Context: an optimization exercise on an open-source flow, tuned for small area. The choices shown serve that exercise and are no tape-out recipe.
RTL that was checked went through simulation tests only; none was proved equivalent to the original.
No functional check of the RTL was part of run 3.

===== flow/flow/run.sh =====
#!/bin/bash
# The standard layout (standard.sh), with one change: Yosys does not
# extract full adders (ADDER_MAP_FILE empty), so ABC maps the adders.
set -euo pipefail
bash standard.sh ADDER_MAP_FILE= finish > standard.log 2>&1

===== flow/standard.sh =====
#!/bin/bash
# synth_recipe.tcl (not shown) runs the flow's synth.tcl, then flattens the netlist and writes it again
# the make line also repeats each setting of config.mk as NAME=value (left out here)
make -C /OpenROAD-flow-scripts/flow DESIGN_CONFIG=/design/flow/config.mk WORK_HOME=/design/flow/orfs CLKGATE_MAP_FILE= SYNTH_SCRIPT=/design/flow/synth_recipe.tcl "${@:-finish}"

===== flow/config.mk =====
export PLATFORM = sky130hd
export DESIGN_NAME = Sobel
export DESIGN_NICKNAME = Sobel
export VERILOG_FILES = /design/flow/design.v
export SDC_FILE = /design/flow/constraint.sdc
export NUM_CORES = 4
export LEC_CHECK = 0
export ABC_AREA = 1
export CAP_MARGIN = 20
export CORE_MARGIN = 2
export CORE_UTILIZATION = 80
export CTS_BUF_LIST = sky130_fd_sc_hd__clkbuf_8
export CTS_CLUSTER_DIAMETER = 60
export CTS_CLUSTER_SIZE = 18
export GPL_TIMING_DRIVEN = 0
export SLEW_MARGIN = 20

===== flow/design.v =====
`timescale 1ns / 1ps
module Sobel(
	clk, rst,
	valid_in,
	data_in,
	valid_sob,
	mor,
	the
    );
parameter WIDE = 64,
          HIGN = 64,
          DW = 8;
input clk, rst;
input valid_in;
input [DW-1:0] data_in;
output reg valid_sob;
output [DW-1:0] mor;
output [3:0] the;
localparam [15:0] REGS = 16'hd554;
localparam integer NREG = 0 + REGS[0]+REGS[1]+REGS[2]+REGS[3]+REGS[4]+REGS[5]+REGS[6]+REGS[7]
                + REGS[8]+REGS[9]+REGS[10]+REGS[11]+REGS[12]+REGS[13]+REGS[14]+REGS[15];
localparam LAT = WIDE + NREG - 1;
wire [DW-1:0] tap_r1, tap_r1m, tap_r2;
Line_buff #(.NUM(2*WIDE), .DW(DW)) lb(
	.clk(clk),
	.data_in(data_in),
	.tap_a(tap_r1),     
	.tap_b(tap_r1m),    
	.tap_c(tap_r2)      
	);
reg [5:0] col, row;
always @(posedge clk or negedge rst)
	if(!rst) begin
		col <= 6'd0;
		row <= 6'd0;
	end else if(valid_in) begin
		col <= col + 1'b1;
		if(col == WIDE-1)
			row <= row + 1'b1;
	end
wire inner = valid_in && (row >= 2) && (col != 0) && (col != WIDE-1);
wire [DW-1:0] gx = inner ? sub8(tap_r1, tap_r1m) : {DW{1'b0}};
wire [DW-1:0] gy = inner ? sub8(tap_r2, data_in) : {DW{1'b0}};
function [7:0] sub8;
	input [7:0] a, b;
	integer i;
	reg c;
	begin
		c = 1'b1;
		for(i = 0; i < 8; i = i + 1) begin
			sub8[i] = a[i] ^ ~b[i] ^ c;
			c = (a[i] & ~b[i]) | (a[i] & c) | (~b[i] & c);
		end
	end
endfunction
Cordic_top #(.REGS(REGS)) cor(
	.clk(clk),
	.gx(gx),
	.gy(gy),
	.mag(mor),
	.bin(the)
	);
reg [6:0] since_end;
wire frame_end = valid_in && (row == HIGN-1) && (col == WIDE-1);
always @(posedge clk or negedge rst)
	if(!rst)
		since_end <= 7'h7f;
	else if(frame_end)
		since_end <= 7'd1;
	else if(since_end != 7'h7f)
		since_end <= since_end + 1'b1;
wire valid_lat = (valid_in && ({row, col} >= LAT)) || (since_end <= LAT);
always @(posedge clk or negedge rst)
	if(!rst)
		valid_sob <= 1'b0;
	else
		valid_sob <= valid_lat;
endmodule
`timescale 1ns / 1ps
module Line_buff(
	clk,
	data_in,
	tap_a,
	tap_b,
	tap_c
    );
parameter NUM = 128,
          DW = 8;
input clk;
input [DW-1:0] data_in;
output [DW-1:0] tap_a, tap_b, tap_c;
reg [DW-1:0] sr[1:NUM];
integer i;
always @(posedge clk) begin
	sr[1] <= data_in;
	for(i = 2; i <= NUM; i = i + 1)
		sr[i] <= sr[i-1];
end
assign tap_a = sr[NUM/2-1];
assign tap_b = sr[NUM/2+1];
assign tap_c = sr[NUM];
endmodule
`timescale 1ns / 1ps
module Cordic_top(
	clk,
	gx, gy,
	mag, bin
    );
parameter [15:0] REGS = 16'hd554;
input clk;
input [7:0] gx, gy;
output [7:0] mag;
output [3:0] bin;
wire sx = gx[7], sy = gy[7];
wire [7:0] ax = add8(gx ^ {8{sx}}, 8'd0, sx);
wire [7:0] ay = add8(gy ^ {8{sy}}, 8'd0, sy);
wire [8:0] dd = add9({1'b0, ax}, {1'b0, ~ay}, 1'b1);
wire fl = ~dd[8];                      
wire [7:0] x0 = add8(ax, ay, 1'b0);    
wire [7:0] y0 = add8(dd[7:0] ^ {8{~fl}}, 8'd0, ~fl);
wire xy0 = ~|{ax, ay} | (ax[7] & ay[7]);
wire [19:0] xw[0:14], yw[0:14];
wire [2:0]  sw[0:14];    
wire [3:0]  fw[0:14];    
Cordic_pipe #(.W(47), .EN(REGS[0])) p0(.clk(clk),
	.d({{x0, 12'b0}, {y0, 12'b0}, 3'b0, fl, sx, sy, xy0}),
	.q({xw[0], yw[0], sw[0], fw[0]}));
genvar n;
generate
for(n = 1; n <= 14; n = n + 1) begin : step
	wire [19:0] xo, yo;
	wire [2:0] so;
	wire [3:0] fo;
	Cordic_ir_unit #(.N(n)) u(
		.in_x(xw[n-1]), .in_y(yw[n-1]),
		.out_x(xo), .out_y(yo));
	wire sgn = yw[n-1][19];    
	if(n <= 3)
		assign so = {sw[n-1][1:0], ~sgn};
	else if(n == 4)
		assign so = cls_init({sw[n-1], ~sgn});
	else if(n <= 9)
		assign so = cls_step(sw[n-1], ~sgn, T1[9-n], T2[9-n]);
	else
		assign so = sw[n-1];
	if(n == 9) begin : binning
		Cordic_post bp(.cls(so), .flags(fw[n-1]), .bin(fo));
	end else begin : keep
		assign fo = fw[n-1];
	end
	Cordic_pipe #(.W(47), .EN(REGS[n])) p(.clk(clk),
		.d({xo, yo, so, fo}), .q({xw[n], yw[n], sw[n], fw[n]}));
end
endgenerate
wire [7:0] m;
Coridc_pre sc(.x(xw[14]), .mag(m));
Cordic_pipe #(.W(12), .EN(REGS[15])) po(.clk(clk),
	.d({m, fw[14]}), .q({mag, bin}));
localparam [8:0] T1 = 9'b001011111, T2 = 9'b011000110;
function [2:0] cls_init;      
	input [3:0] p;
	begin
		if(p[3] & p[2])            cls_init = 3'd5;
		else if(p > T2[8:5])       cls_init = 3'd4;
		else if(p == T2[8:5])      cls_init = 3'd3;
		else if(p > T1[8:5])       cls_init = 3'd2;
		else if(p == T1[8:5])      cls_init = 3'd1;
		else                       cls_init = 3'd0;
	end
endfunction
function [2:0] cls_step;
	input [2:0] c;
	input b, t1, t2;
	begin
		if(c == 3'd1)
			cls_step = (b == t1) ? 3'd1 : (b ? 3'd2 : 3'd0);
		else if(c == 3'd3)
			cls_step = (b == t2) ? 3'd3 : (b ? 3'd4 : 3'd2);
		else
			cls_step = c;
	end
endfunction
function [7:0] add8;
	input [7:0] a, b;
	input ci;
	integer i;
	reg c;
	begin
		c = ci;
		for(i = 0; i < 8; i = i + 1) begin
			add8[i] = a[i] ^ b[i] ^ c;
			c = (a[i] & b[i]) | (a[i] & c) | (b[i] & c);
		end
	end
endfunction
function [8:0] add9;
	input [8:0] a, b;
	input ci;
	integer i;
	reg c;
	begin
		c = ci;
		for(i = 0; i < 9; i = i + 1) begin
			add9[i] = a[i] ^ b[i] ^ c;
			c = (a[i] & b[i]) | (a[i] & c) | (b[i] & c);
		end
	end
endfunction
endmodule
module Cordic_pipe(clk, d, q);
parameter W = 1, EN = 1;
input clk;
input [W-1:0] d;
output [W-1:0] q;
generate
if(EN) begin : r
	reg [W-1:0] q_r;
	always @(posedge clk)
		q_r <= d;
	assign q = q_r;
end else begin : w
	assign q = d;
end
endgenerate
endmodule
`timescale 1ns / 1ps
module Coridc_pre(x, mag);
input [19:0] x;
output [7:0] mag;
wire s = x[19];
wire [19:0] t1 = x >> 1;
wire [19:0] t2 = x >> 3;
wire [19:0] t3 = ~(x >> 6);
wire [19:0] t4 = ~(x >> 9);
wire [19:0] k = (s ? 20'h9b800 : 20'h0) + 20'd2;
wire [19:0] u = t1 ^ t2 ^ t3;
wire [19:0] v = {(t1[18:0] & t2[18:0]) | (t1[18:0] & t3[18:0]) | (t2[18:0] & t3[18:0]), 1'b0};
wire [19:0] p = u ^ v ^ t4;
wire [19:0] q = {(u[18:0] & v[18:0]) | (u[18:0] & t4[18:0]) | (v[18:0] & t4[18:0]), 1'b0};
wire [19:0] r = p ^ q ^ k;
wire [19:0] c = {(p[18:0] & q[18:0]) | (p[18:0] & k[18:0]) | (q[18:0] & k[18:0]), 1'b0};
wire [19:0] x3 = add20(r, c);
wire [7:0] h = x3[19:12];
wire lt = x3[11:0] < {3'b0, x3[19], h};
assign mag = lt ? add8(h, 8'hff, 1'b0) : h;
function [19:0] add20;
	input [19:0] a, b;
	integer i;
	reg c;
	begin
		c = 1'b0;
		for(i = 0; i < 20; i = i + 1) begin
			add20[i] = a[i] ^ b[i] ^ c;
			c = (a[i] & b[i]) | (a[i] & c) | (b[i] & c);
		end
	end
endfunction
function [7:0] add8;
	input [7:0] a, b;
	input ci;
	integer i;
	reg c;
	begin
		c = ci;
		for(i = 0; i < 8; i = i + 1) begin
			add8[i] = a[i] ^ b[i] ^ c;
			c = (a[i] & b[i]) | (a[i] & c) | (b[i] & c);
		end
	end
endfunction
endmodule
`timescale 1ns / 1ps
`timescale 1ns / 1ps
module Cordic_ir_unit(
	in_x, in_y,
	out_x, out_y
    );
parameter N = 1;
input [19:0] in_x, in_y;
output [19:0] out_x, out_y;
wire neg = in_y[19];
wire [19:0] dx = {{N{in_x[19]}}, in_x[19:N]};
wire [19:0] dy = {{N{in_y[19]}}, in_y[19:N]};
assign out_x = add_c(in_x, dy ^ {20{neg}}, neg);
assign out_y = add_c(in_y, dx ^ {20{~neg}}, ~neg);
function [19:0] add_c;
	input [19:0] a, b;
	input ci;
	integer i;
	reg c;
	begin
		c = ci;
		for(i = 0; i < 20; i = i + 1) begin
			add_c[i] = a[i] ^ b[i] ^ c;
			c = (a[i] & b[i]) | (a[i] & c) | (b[i] & c);
		end
	end
endfunction
endmodule
`timescale 1ns / 1ps
module Cordic_post(cls, flags, bin);
input [2:0] cls;
input [3:0] flags;       
output [3:0] bin;
wire fl = flags[3], sx = flags[2], sy = flags[1], xy0 = flags[0];
wire [2:0] base =
	xy0          ? {1'b0, sx, 1'b0} :
	(cls == 3'd5) ? 3'd4 :
	(cls >= 3'd3) ? 3'd2 :
	(cls >= 3'd1) ? 3'd1 : 3'd0;
wire [3:0] v1 = fl ? 4'd4 - base : {1'b0, base};
wire [3:0] v2 = sx ? 4'd8 - v1 : v1;
assign bin = sy ? 4'd0 - v2 : v2;
endmodule

===== flow/constraint.sdc =====
create_clock -name core_clock -period 7.0 [get_ports {clk}]
set_input_delay 1.4000 -clock core_clock [delete_from_list [all_inputs] [get_ports {clk}]]
set_output_delay 1.4000 -clock core_clock [all_outputs]
set_load 0.01 [all_outputs]

==> summary.md, run 1 <==
| Metric | Value |
|---|---|
| Outcome | stopped before the end |
| Last flow stage reached | global routing (5_1_grt) |
| First error | [ERROR GRT-0232] Routing congestion too high. Check the congestion heatmap in the GUI. |
| I/O pin total | 24 |
| Async SR Flop Fraction | 0.0150 |
| Worst_ep grt | cor.step[2].p.r.q_r[45]$_DFF_P_/D |
| Syn Area/Cell | 9.17 um^2 |
| Die extent in y | 244 um |
| Placed cell count | 5795 |
| Combined area of all synthesized cells | 46000 um^2 |
| DP HPWL | 70100 um |
| Clock sink count | 1331 |
| Post-Syn Nets | 5027 |
| Total of warnings raised by yosys | 21 |
| H-tree depth reported by CTS | 3 |
| Cell Rows | 87 |
| Most common flop cell mapped by yosys | sky130_fd_sc_hd__dfxtp_1 |
| Buffer cell driving the clock tree root | sky130_fd_sc_hd__clkbuf_8 |
| Number of flops mapped to enable cells by yosys | 0 |
| Total CTS buffers | 87 |
| Kind of the worst endpoint | register input |
| Maximum number of pins on one net before global-route repair | 21 |
| Maximum clock insertion buffer count | 3 |
| Antenna violations before repair | 31 |
| Cell count after synthesis | 5016 |
| Overflow left after global routing | 5 |
| Sequential-to-total area share from yosys stat | 0.582 |
| Die X | 244 um |
| Post-CTS Hold Fix Bufs | 0 |
| Placed standard-cell area | 47200 um^2 |
| Number of unique standard cell types used by synthesis | 60 |
| Total of buffers placed on input and output ports | 23 |
| Routability congestion estimate | 0.861 |
| Starting density of the core | 0.812 |
| Overall routing resource usage | 0.536 |
| Yosys reg bits | 1331 |
## repair_timing
item	in CTS
pin swaps	5
endpoints found under the setup margin	19
resized for setup	24
buffers inserted	14
## metal layers
metal  global-route usage  GRT overflow
met4                0.435             2
met3                0.369             1
met2                0.729             2
met1                0.545             0
met5                0.257             0
## how the worst max path moves through the flow
| stage | startpoint | endpoint | slack (ns) | cells past startpoint |
|---|---|---|---|---|
| 2_1_floorplan | data_in[0] | cor.step[2].p.r.q_r[45] | 0.40 | 53 |
| 3_3_place_gp | data_in[1] | cor.step[2].p.r.q_r[25] | -0.87 | 48 |
| 3_5_place_dp | data_in[1] | cor.step[2].p.r.q_r[46] | -1.35 | 54 |
| 4_1_cts | data_in[0] | cor.step[2].p.r.q_r[45] | 0.006 | 62 |
## through the flow
step           utilization  TNS (ns)  setup slack [ns]
3_3_place_gp         0.833     -8.89            -0.872
3_5_place_dp         0.833    -16.12             -1.35
4_1_cts              0.861         0           0.00596
2_1_floorplan            -         0             0.399
## kinds of logic after synthesis
| group | synth area share |
|---|---|
| AO/OA/AOI/OAI | 0.0241 |
| XOR/XNOR | 0.128 |
| adder cells (fa/ha/maj) | 0.00177 |
| buffers and inverters | 0.0489 |
| flip-flops | 0.582 |
| multiplexers | 0.000218 |
| AND/OR/NAND/NOR | 0.215 |
## cell usage after synthesis (4+ instances only)
library cell,number,area (um^2)
sky130_fd_sc_hd__o21ai_0,65,325
sky130_fd_sc_hd__nand4_1,13,81.3
sky130_fd_sc_hd__nand2_1,1426,5350
sky130_fd_sc_hd__o21ai_2,5,43.8
sky130_fd_sc_hd__or2_1,19,119
sky130_fd_sc_hd__buf_2,5,25.0
sky130_fd_sc_hd__nor2_4,5,56.3
sky130_fd_sc_hd__clkbuf_1,20,75.1
sky130_fd_sc_hd__nand3_2,10,100
sky130_fd_sc_hd__a22oi_1,5,37.5
sky130_fd_sc_hd__nand3b_1,5,37.5
sky130_fd_sc_hd__nor2_2,17,106
sky130_fd_sc_hd__dfrtp_1,13,325
sky130_fd_sc_hd__maj3_1,7,70.1
sky130_fd_sc_hd__dfxtp_1,1311,26200
sky130_fd_sc_hd__xnor2_1,271,2370
sky130_fd_sc_hd__nand2_2,135,845
sky130_fd_sc_hd__nor2_1,249,935
sky130_fd_sc_hd__buf_1,6,22.5
sky130_fd_sc_hd__nor3_2,4,40.0
sky130_fd_sc_hd__dfstp_2,7,184
sky130_fd_sc_hd__inv_1,501,1880
sky130_fd_sc_hd__buf_6,9,101
sky130_fd_sc_hd__inv_2,16,60.1
sky130_fd_sc_hd__nand2_4,8,90.1
sky130_fd_sc_hd__xor2_1,388,3400
sky130_fd_sc_hd__nand3_1,110,551
sky130_fd_sc_hd__or2_2,218,1360
sky130_fd_sc_hd__nor3_1,12,60.1
sky130_fd_sc_hd__o21ai_1,11,55.1
sky130_fd_sc_hd__a211oi_1,4,30.0
sky130_fd_sc_hd__xor2_2,6,97.6
sky130_fd_sc_hd__a21oi_1,83,415
sky130_fd_sc_hd__buf_4,5,37.5
==> run 2: changes to the inputs <==
--- a/flow/config.mk
+++ b/flow/config.mk
@@ -8,7 +8,7 @@
 export ABC_AREA = 1
 export CAP_MARGIN = 20
 export CORE_MARGIN = 2
-export CORE_UTILIZATION = 80
+export CORE_UTILIZATION = 70
 export CTS_BUF_LIST = sky130_fd_sc_hd__clkbuf_8
 export CTS_CLUSTER_DIAMETER = 60
 export CTS_CLUSTER_SIZE = 18
==> run 2 against run 1 <==
Area after synthesis unchanged; the run now finishes clean; synthesized cell count is the same.
==> summary.md, run 2 <==
| Metric | Value |
|---|---|
| Wire per inst | 12.9 um |
| Final setup vio count | 0 |
| Upper clock frequency limit | 147 MHz |
| Overall routing resource usage | 0.229 |
| Cell Rows | 93 (+6.9%) |
| Commonest non-fill, non-tap cells in the layout | 1387 x sky130_fd_sc_hd__nand2_1, 1310 x sky130_fd_sc_hd__dfxtp_1, 502 x sky130_fd_sc_hd__inv_1, 380 x sky130_fd_sc_hd__xor2_1, 265 x sky130_fd_sc_hd__xnor2_1 |
| DP HPWL | 57200 um (-18%) |
| Data required time at the worst endpoint | 7.61 ns |
| Clock sink count | 1331 (unchanged) |
| Worst Tran Pin Value | 0.945 ns |
| TNS Setup | 0 ns |
| Synth-to-layout area growth | 8.48% |
| Count of filler cells inserted in the layout | 4443 |
| I/O pin total | 24 (unchanged) |
| Critical-path top delay cell | sky130_fd_sc_hd__xnor2_1 |
| Post-Syn Nets | 5027 (unchanged) |
| Number of flops mapped to enable cells by yosys | 0 (unchanged) |
| Clk_skew | 0.0658 ns |
| Most common cell after layout, fill and taps aside | sky130_fd_sc_hd__nand2_1 |
| TritonCTS clock tree | built |
| Endpoint of the worst setup timing path | cor.step[2].p.r.q_r[45] |
| Most common flop cell mapped by yosys | sky130_fd_sc_hd__dfxtp_1 |
| Count of final max-slew check failures | 0 |
| DR vias | 28844 |
| Total Wirelength | 78300 um |
| Overflow left after global routing | 0 |
| Max reg flops | 1024 |
| Placed cell count | 5894 (+1.7%) |
| Max-cap check violation count | 0 |
| Share of the synthesized area in the top cell type | 0.571 (unchanged) |
| Biggest fanout along the worst timing path | 7 |
| Routability congestion estimate | 0.848 (-1.5%) |
| Cell types with the largest area share after synthesis | sky130_fd_sc_hd__dfxtp_1 57%, sky130_fd_sc_hd__nand2_1 12%, sky130_fd_sc_hd__xor2_1 7.4% |
| Maximum number of pins on one net before global-route repair | 21 |
| Category of the critical setup timing path | primary input to flop |
| Final Cell Area | 49900 um^2 |
| Hold Violations, Final | 0 |
| Wire length of the first global-routing pass | 125000 um |
| Endpoint of the most critical register-to-register path | cor.step[2].p.r.q_r[45] |
| First-pass iteration count of the detailed router | 6 |
| Most flops, register | lb.sr |
| Die extent in y | 260 um (+6.8%) |
| Library cell appearing most often on the critical path | sky130_fd_sc_hd__nand2_2 |
| Combined area of all synthesized cells | 46000 um^2 (unchanged) |
| Ratio of final minimum period to clock period | 0.971 |
| Insertion delay to the later sink of the worst-skew pair | 0.76 ns |
| Post-synthesis cell type with the largest combined area | sky130_fd_sc_hd__dfxtp_1 |
| Flip-flop and latch area | 26800 um^2 |
| Maximum clock insertion buffer count | 3 (unchanged) |
| Worst slew margin relative to its limit | 0.368 |
| Cell count after synthesis | 5016 (unchanged) |
| Proportion of layout cells with a drive suffix above 1 | 0.139 |
| Die X | 260 um (+6.8%) |
| Reg2reg setup slack | 0.45 ns |
| Area of combinational cells with multiple inputs | 17500 um^2 |
| Via count normalized by instance count | 4.75 |
| Largest registers | lb.sr: 1024 flops, cor.step.p.r.q_r: 275 flops, cor.po.r.q_r: 12 flops |
| Layout net count | 5203 |
| Crit-path max cell delay | 0.41 ns |
| Total of warnings raised by yosys | 21 (unchanged) |
| Post-layout utilization of the core | 0.771 |
| Kind of start point of the critical path | primary input |
| H-tree depth reported by CTS | 3 (unchanged) |
| Clock input transition at the sequential cells of the worst setup and hold paths | 0.11 ns |
| Async SR Flop Fraction | 0.0150 (unchanged) |
| Min-Delay Path Class | flop to flop |
| Critical Path End Type | flop |
| Clock period minus worst slack | 6.80 ns |
| CP startpoint | data_in[1] |
| Non-filler cells in the finished layout | 6078 |
| Antenna-violating nets left | 0 |
| Area enclosed by the die boundary | 67800 um^2 |
| Initial detailed-routing violation count | 1189 |
| Antenna violations before repair | 3 |
| Most frequent cell after synthesis | sky130_fd_sc_hd__nand2_1 |
| Placed standard-cell area | 47300 um^2 (+0.26%) |
| Outcome | no timing/DRC/antenna violations |
| Syn Area/Cell | 9.17 um^2 (unchanged) |
| Total CTS buffers | 88 (+1.1%) |
| Cell count of the worst reg-to-reg path | 53 |
| Remaining routing DRC violations | 0 |
| Starting density of the core | 0.711 (-0.102) |
| Total of buffers placed on input and output ports | 23 (unchanged) |
| Total core area | 64700 um^2 |
| Vias in the first global route | 26928 |
| Reg2reg start | lb.sr[63][2] |
| Post-synth top cells | 1426 x sky130_fd_sc_hd__nand2_1, 1311 x sky130_fd_sc_hd__dfxtp_1, 501 x sky130_fd_sc_hd__inv_1 |
| Sequential-to-total area share from yosys stat | 0.582 (unchanged) |
| Buffer cell driving the clock tree root | sky130_fd_sc_hd__clkbuf_8 |
| WP data arrival | 7.40 ns |
| Number of unique standard cell types used by synthesis | 60 (unchanged) |
| Yosys reg bits | 1331 (unchanged) |
## run 2: how the worst min path moves through the flow
stage / startpoint / endpoint / slack [ns] / cells past startpoint
2_1_floorplan: cor.step[14].p.r.q_r[0] / cor.po.r.q_r[0] / 0.31 / 0
3_3_place_gp: lb.sr[76][6] / lb.sr[77][6] / 0.31 / 0
3_5_place_dp: lb.sr[44][7] / lb.sr[45][7] / 0.31 / 0
4_1_cts: lb.sr[122][3] / lb.sr[123][3] / 0.27 / 0
5_1_grt: lb.sr[46][2] / lb.sr[47][2] / 0.28 / 0
6_report: lb.sr[46][2] / lb.sr[47][2] / 0.29 / 0
## run 2: logic make-up after synthesis
family                   Yosys count  synth area share
XOR/XNOR                         666             0.128
AO/OA/AOI/OAI                    198            0.0241
AND/OR/NAND/NOR                 2245             0.215
multiplexers                       1          0.000218
adder cells (fa/ha/maj)            8           0.00177
buffers and inverters            567            0.0489
flip-flops                      1331             0.582
## run 2: layout make-up
class                           count  share of cell area
Tap cell                          855              0.0214
Buffer                             46             0.00589
Multi-Input combinational cell   3119               0.351
Antenna cell                        1           0.0000502
Sequential cell                  1331               0.536
Clock buffer                       91              0.0251
Clock inverter                     29             0.00642
Inverter                          521              0.0395
Timing Repair Buffer               85              0.0144
## run 2: timing repair
item                       4_1_cts  5_1_grt
resized for setup               10      124
cloned                           0        2
hold buffers                     0        0
pin swaps                        5       60
setup buffers                    6       55
setup endpoints to repair        7       32
## run 2: routing by layer
metal | global-route usage | share of wire | vias to the layer above
li1 | - | - | 15411
met1 | 0.296 | 0.46 | 12908
met2 | 0.393 | 0.47 | 384
met3 | 0.0312 | 0.035 | 141
met4 | 0.0852 | 0.029 | 0
met5 | 0 | 0 | -
## run 2: worst max-delay path, delay by kind of cell
family                    cells  cell delay [ns]
AOI/OAI and AO/OA             2             0.34
and+or+nand+nor              40             3.94
buffers and inverters         6             0.57
xor gates and xnor gates      5             1.14
## run 2: through the flow
stage          hold slack [ns]  setup WS (ns)
3_5_place_dp             0.312          -1.04
5_1_grt                  0.281         -0.182
6_report                 0.288          0.202
2_1_floorplan            0.310          0.399
4_1_cts                  0.272         0.0900
3_3_place_gp             0.309         -0.796
==> run 3: changes to the inputs <==
--- a/flow/design.v
+++ b/flow/design.v
@@ -19,14 +19,15 @@
 localparam [15:0] REGS = 16'hd554;
 localparam integer NREG = 0 + REGS[0]+REGS[1]+REGS[2]+REGS[3]+REGS[4]+REGS[5]+REGS[6]+REGS[7]
                 + REGS[8]+REGS[9]+REGS[10]+REGS[11]+REGS[12]+REGS[13]+REGS[14]+REGS[15];
-localparam LAT = WIDE + NREG - 1;
-wire [DW-1:0] tap_r1, tap_r1m, tap_r2;
-Line_buff #(.NUM(2*WIDE), .DW(DW)) lb(
+localparam LAT = WIDE + NREG;
+wire [DW-1:0] tap_r1, tap_r1m, tap_r2, tap_r0;
+Line_buff #(.NUM(2*WIDE+1), .DW(DW)) lb(
 	.clk(clk),
 	.data_in(data_in),
 	.tap_a(tap_r1),     
 	.tap_b(tap_r1m),    
-	.tap_c(tap_r2)      
+	.tap_c(tap_r2),     
+	.tap_d(tap_r0)      
 	);
 reg [5:0] col, row;
 always @(posedge clk or negedge rst)
@@ -38,9 +39,14 @@
 		if(col == WIDE-1)
 			row <= row + 1'b1;
 	end
-wire inner = valid_in && (row >= 2) && (col != 0) && (col != WIDE-1);
+reg inner;
+always @(posedge clk or negedge rst)
+	if(!rst)
+		inner <= 1'b0;
+	else
+		inner <= valid_in && (row >= 2) && (col != 0) && (col != WIDE-1);
 wire [DW-1:0] gx = inner ? sub8(tap_r1, tap_r1m) : {DW{1'b0}};
-wire [DW-1:0] gy = inner ? sub8(tap_r2, data_in) : {DW{1'b0}};
+wire [DW-1:0] gy = inner ? sub8(tap_r2, tap_r0) : {DW{1'b0}};
 function [7:0] sub8;
 	input [7:0] a, b;
 	integer i;
@@ -82,13 +88,14 @@
 	data_in,
 	tap_a,
 	tap_b,
-	tap_c
+	tap_c,
+	tap_d
     );
-parameter NUM = 128,
+parameter NUM = 129,
           DW = 8;
 input clk;
 input [DW-1:0] data_in;
-output [DW-1:0] tap_a, tap_b, tap_c;
+output [DW-1:0] tap_a, tap_b, tap_c, tap_d;
 reg [DW-1:0] sr[1:NUM];
 integer i;
 always @(posedge clk) begin
@@ -96,9 +103,10 @@
 	for(i = 2; i <= NUM; i = i + 1)
 		sr[i] <= sr[i-1];
 end
-assign tap_a = sr[NUM/2-1];
-assign tap_b = sr[NUM/2+1];
+assign tap_a = sr[(NUM+1)/2-1];
+assign tap_b = sr[(NUM+1)/2+1];
 assign tap_c = sr[NUM];
+assign tap_d = sr[1];
 endmodule
 `timescale 1ns / 1ps
 module Cordic_top(
@@ -134,7 +142,11 @@
 	Cordic_ir_unit #(.N(n)) u(
 		.in_x(xw[n-1]), .in_y(yw[n-1]),
 		.out_x(xo), .out_y(yo));
-	wire sgn = yw[n-1][19];    
+	wire sgn;
+	if(n == 1 && !REGS[0])
+		assign sgn = ~(ax == ay);
+	else
+		assign sgn = yw[n-1][19];
 	if(n <= 3)
 		assign so = {sw[n-1][1:0], ~sgn};
 	else if(n == 4)
==> run 3 against run 2 <==
Final cell count up 0.25%; routed wire length fell by 1.5%; synthesized cell count grew 0.24%; area after synthesis fell by 0.20%; register-to-register slack worse by 0.05 ns; worst hold slack lost 0.010 ns; highest routed layer unchanged.
==> summary.md, run 3 <==
| Metric | Value |
|---|---|
| Outcome | no timing/DRC/antenna violations |
| Area enclosed by the die boundary | 67600 um^2 (-0.20%) |
| Post-synthesis cell type with the largest combined area | sky130_fd_sc_hd__dfxtp_1 |
| Clock input transition at the sequential cells of the worst setup and hold paths | 0.10 ns (about the same) |
| Cell count of the worst reg-to-reg path | 57 (+7.5%) |
| Clk_skew | 0.0784 ns (+0.0126 ns) |
| Total of warnings raised by yosys | 21 (unchanged) |
| Most common cell after layout, fill and taps aside | sky130_fd_sc_hd__nand2_1 |
| Number of unique standard cell types used by synthesis | 61 (+1.7%) |
| Max-cap check violation count | 0 (unchanged) |
| Min-Delay Path Class | flop to flop |
| Post-Syn Nets | 5039 (+0.24%) |
| Cell count after synthesis | 5028 (+0.24%) |
| Worst Min Path Start | lb.sr[6][6] |
| Number of flops mapped to enable cells by yosys | 0 (unchanged) |
| Ratio of final minimum period to clock period | 0.943 (-0.0276) |
| Critical-path top delay cell | sky130_fd_sc_hd__dfxtp_4 |
| Most common flop cell mapped by yosys | sky130_fd_sc_hd__dfxtp_1 |
| Library cell appearing most often on the critical path | sky130_fd_sc_hd__nand2_2 |
| Kind of start point of the critical path | flop |
| Total CTS buffers | 89 (+1.1%) |
| Post-synth top cells | 1474 x sky130_fd_sc_hd__nand2_1, 1319 x sky130_fd_sc_hd__dfxtp_1, 494 x sky130_fd_sc_hd__inv_1 |
| Antenna-violating nets left | 0 (unchanged) |
| Data required time at the worst endpoint | 7.58 ns (-0.03 ns) |
| Final setup vio count | 0 (unchanged) |
| Setup repair after global routing missed its margin | true |
| I/O pin total | 24 (unchanged) |
| Upper clock frequency limit | 151 MHz (+2.9%) |
| Maximum number of pins on one net before global-route repair | 22 (+4.8%) |
| Initial detailed-routing violation count | 1140 (-4.1%) |
| Hold Violations, Final | 0 (unchanged) |
| TritonCTS clock tree | built |
| Cell depth of the worst hold path | 0 (unchanged) |
| TNS Setup | 0 ns (unchanged) |
| WP data arrival | 7.18 ns (-0.22 ns) |
| Starting density of the core | 0.711 (about the same) |
| Critical Path End Type | flop |
| Count of final max-slew check failures | 0 (unchanged) |
| Proportion of layout cells with a drive suffix above 1 | 0.138 (-0.00114) |
| Reg2reg setup slack | 0.40 ns (-0.05 ns) |
| Hold Slack | 0.278 ns (-0.0100 ns) |
| Total Wirelength | 77100 um (-1.5%) |
| Crit-path max cell delay | 0.38 ns (-0.03 ns) |
| Clock sink count | 1340 (+0.68%) |
| Commonest non-fill, non-tap cells in the layout | 1421 x sky130_fd_sc_hd__nand2_1, 1312 x sky130_fd_sc_hd__dfxtp_1, 491 x sky130_fd_sc_hd__inv_1, 373 x sky130_fd_sc_hd__xor2_1, 271 x sky130_fd_sc_hd__xnor2_1 |
| Wire length of the first global-routing pass | 125000 um (-0.30%) |
| Max reg flops | 1032 (+0.78%) |
| Endpoint of the most critical register-to-register path | cor.step[2].p.r.q_r[45] |
| Count of filler cells inserted in the layout | 4452 (+0.20%) |
| Die X | 260 um (about the same) |
| Routability congestion estimate | 0.794 (-6.4%) |
| Final Cell Area | 50000 um^2 (+0.24%) |
| First-pass iteration count of the detailed router | 6 (unchanged) |
| Total of buffers placed on input and output ports | 23 (unchanged) |
| Combined area of all synthesized cells | 45900 um^2 (-0.20%) |
| Sequential-to-total area share from yosys stat | 0.587 (+0.00523) |
| Wire per inst | 12.7 um (-1.7%) |
| WHS Endpoint | lb.sr[7][6] |
| Syn Area/Cell | 9.13 um^2 (-0.44%) |
| Placed cell count | 5906 (+0.20%) |
| Non-filler cells in the finished layout | 6093 (+0.25%) |
| H-tree depth reported by CTS | 3 (unchanged) |
| Category of the critical setup timing path | flop to flop |
| Largest registers | lb.sr: 1032 flops, cor.step.p.r.q_r: 275 flops, cor.po.r.q_r: 12 flops |
| Cell Rows | 93 (unchanged) |
| Post-CTS Hold Fix Bufs | 0 (unchanged) |
| Clock period minus worst slack | 6.60 ns (-0.193 ns) |
| Most frequent cell after synthesis | sky130_fd_sc_hd__nand2_1 |
| Worst Tran Pin Value | 0.944 ns (-0.00171 ns) |
| Die extent in y | 260 um (about the same) |
| Placed standard-cell area | 47200 um^2 (-0.20%) |
| Insertion delay to the later sink of the worst-skew pair | 0.76 ns (about the same) |
| Synth-to-layout area growth | 8.96% |
| Remaining routing DRC violations | 0 (unchanged) |
| Most flops, register | lb.sr |
| Buffer cell driving the clock tree root | sky130_fd_sc_hd__clkbuf_8 |
| Overall routing resource usage | 0.227 (-0.00238) |
| Share of the synthesized area in the top cell type | 0.575 (+0.00466) |
| Cell types with the largest area share after synthesis | sky130_fd_sc_hd__dfxtp_1 58%, sky130_fd_sc_hd__nand2_1 12%, sky130_fd_sc_hd__xor2_1 7.3% |
| Total core area | 64600 um^2 (-0.18%) |
| Overflow left after global routing | 0 (unchanged) |
| Yosys reg bits | 1340 (+0.68%) |
| DP HPWL | 56900 um (-0.44%) |
| Worst slew margin relative to its limit | 0.369 (+0.00115) |
| Vias in the first global route | 27157 (+0.85%) |
| Antenna violations before repair | 2 (-1) |
| Biggest fanout along the worst timing path | 6 (-1) |
| Maximum clock insertion buffer count | 3 (unchanged) |
| Async SR Flop Fraction | 0.0157 (+0.000645) |
| DR vias | 28904 (+0.21%) |
| Via count normalized by instance count | 4.74 (about the same) |
| CP startpoint | lb.sr[64][0] |
| Reg2reg start | lb.sr[64][0] |
| Layout net count | 5221 (+0.35%) |
[run 3: changes by cell type in the layout (fill, tap and decap cells not counted), sizes merged, moves of 6 or more]
| cell | previous run | this run |
|---|---|---|
| a21o | 3 | 9 |
| a21oi | 86 | 92 |
| dfxtp | 1311 | 1319 |
| maj3 | 8 | 0 |
| nand2 | 1570 | 1580 |
| nand3 | 123 | 110 |
| nand4 | 15 | 9 |
| nor2 | 271 | 259 |
| o21ai | 81 | 93 |
| or2 | 239 | 245 |
| xor2 | 394 | 384 |
[run 3: final cells by class]
cell class / count / area [um^2] / area share
timing repair buffer: 92 / 762 / 0.0152
buffer: 44 / 290 / 0.00581
clock inverter: 25 / 324 / 0.00648
clock buffer: 92 / 1270 / 0.0253
antenna: 2 / 5.00 / 0.000100
tap: 855 / 1070 / 0.0214
sequential: 1340 / 27000 / 0.539
multi-input combinational: 3122 / 17300 / 0.347
inverter: 521 / 1980 / 0.0395
[run 3: worst max-delay path by stage]
stage | endpoint | slack [ns]
3_3_place_gp | cor.step[2].p.r.q_r[45] | 0.08
6_report | cor.step[2].p.r.q_r[45] | 0.40
4_1_cts | cor.step[2].p.r.q_r[45] | 0.07
5_1_grt | cor.step[2].p.r.q_r[45] | -0.13
3_5_place_dp | cor.step[2].p.r.q_r[45] | 0.05
2_1_floorplan | cor.step[2].p.r.q_r[45] | 1.16
[run 3: cells by family (layout without fill, tap and decap cells)]
group / count (synthesis) / after routing / synth area share
other: 0 / 2 / 0
flip-flops: 1340 / 1340 / 0.587
AND/OR/NAND/NOR: 2236 / 2237 / 0.211
AO/OA/AOI/OAI: 226 / 226 / 0.0269
XOR/XNOR: 659 / 659 / 0.126
buffers and inverters: 567 / 774 / 0.0487
[run 3: through the flow]
stage | utilization | setup WS, ns
after floorplan | - | 1.16
after global placement | 0.731 | 0.0803
after detailed placement | 0.731 | 0.0491
after CTS | 0.755 | 0.0681
after global routing | 0.774 | -0.130
final | 0.774 | 0.396
[run 3: critical path: cells and delay by family, from the launching register on]
kind            cells  cell delay (ns)
flops               1             0.38
compound gates      1             0.06
buf+inv             8             0.51
simple gates       45             4.94
xor+xnor            3             0.52
[run 3: repair_timing]
action,4_1_cts,5_1_grt
pin swaps,0,55
endpoints found under the setup margin,4,59
setup buffers,0,68
gates cloned,0,2
resized for setup,1,185
[run 3: routing by layer]
layer  up-vias  GRT usage  routed length [um]
li1      15445          -                   -
met1     12952      0.297               35900
met2       373      0.391               36800
met3       134     0.0293                2630
met4         0     0.0707                1880
met5         -          0                   0

afterwards: timing with drivers on the ports:
The flow's constraints put no driver on any port. The routed layouts listed below were extracted and timed again, unchanged, in two steps. Step 1 assumes that a clkbuf_16 drives the clock port and a buf_2 every other input. Step 2 also shifts input and output timing later by t, the mid clock arrival at the registers, as if the neighbouring blocks saw the same clock. a / b / c = ideal ports / drivers / drivers and shift; a / b = the first two.
run | t (ns) | slack for setup (ns) | hold slack, ns | worst setup path at the end
run 2 | 0.785 | 0.202 / 0.239 / -0.547 | 0.288 / 0.288 / 0.288 | input to register
run 3 | 0.784 | 0.396 / 0.396 / 0.396 | 0.278 / 0.278 / 0.278 | register to register
With both steps, setup timing fails in run 2, where it was met with ideal ports. For run 2, which loses most, drivers alone change the setup slack by +0.037 ns; drivers and shift together by -0.749 ns.
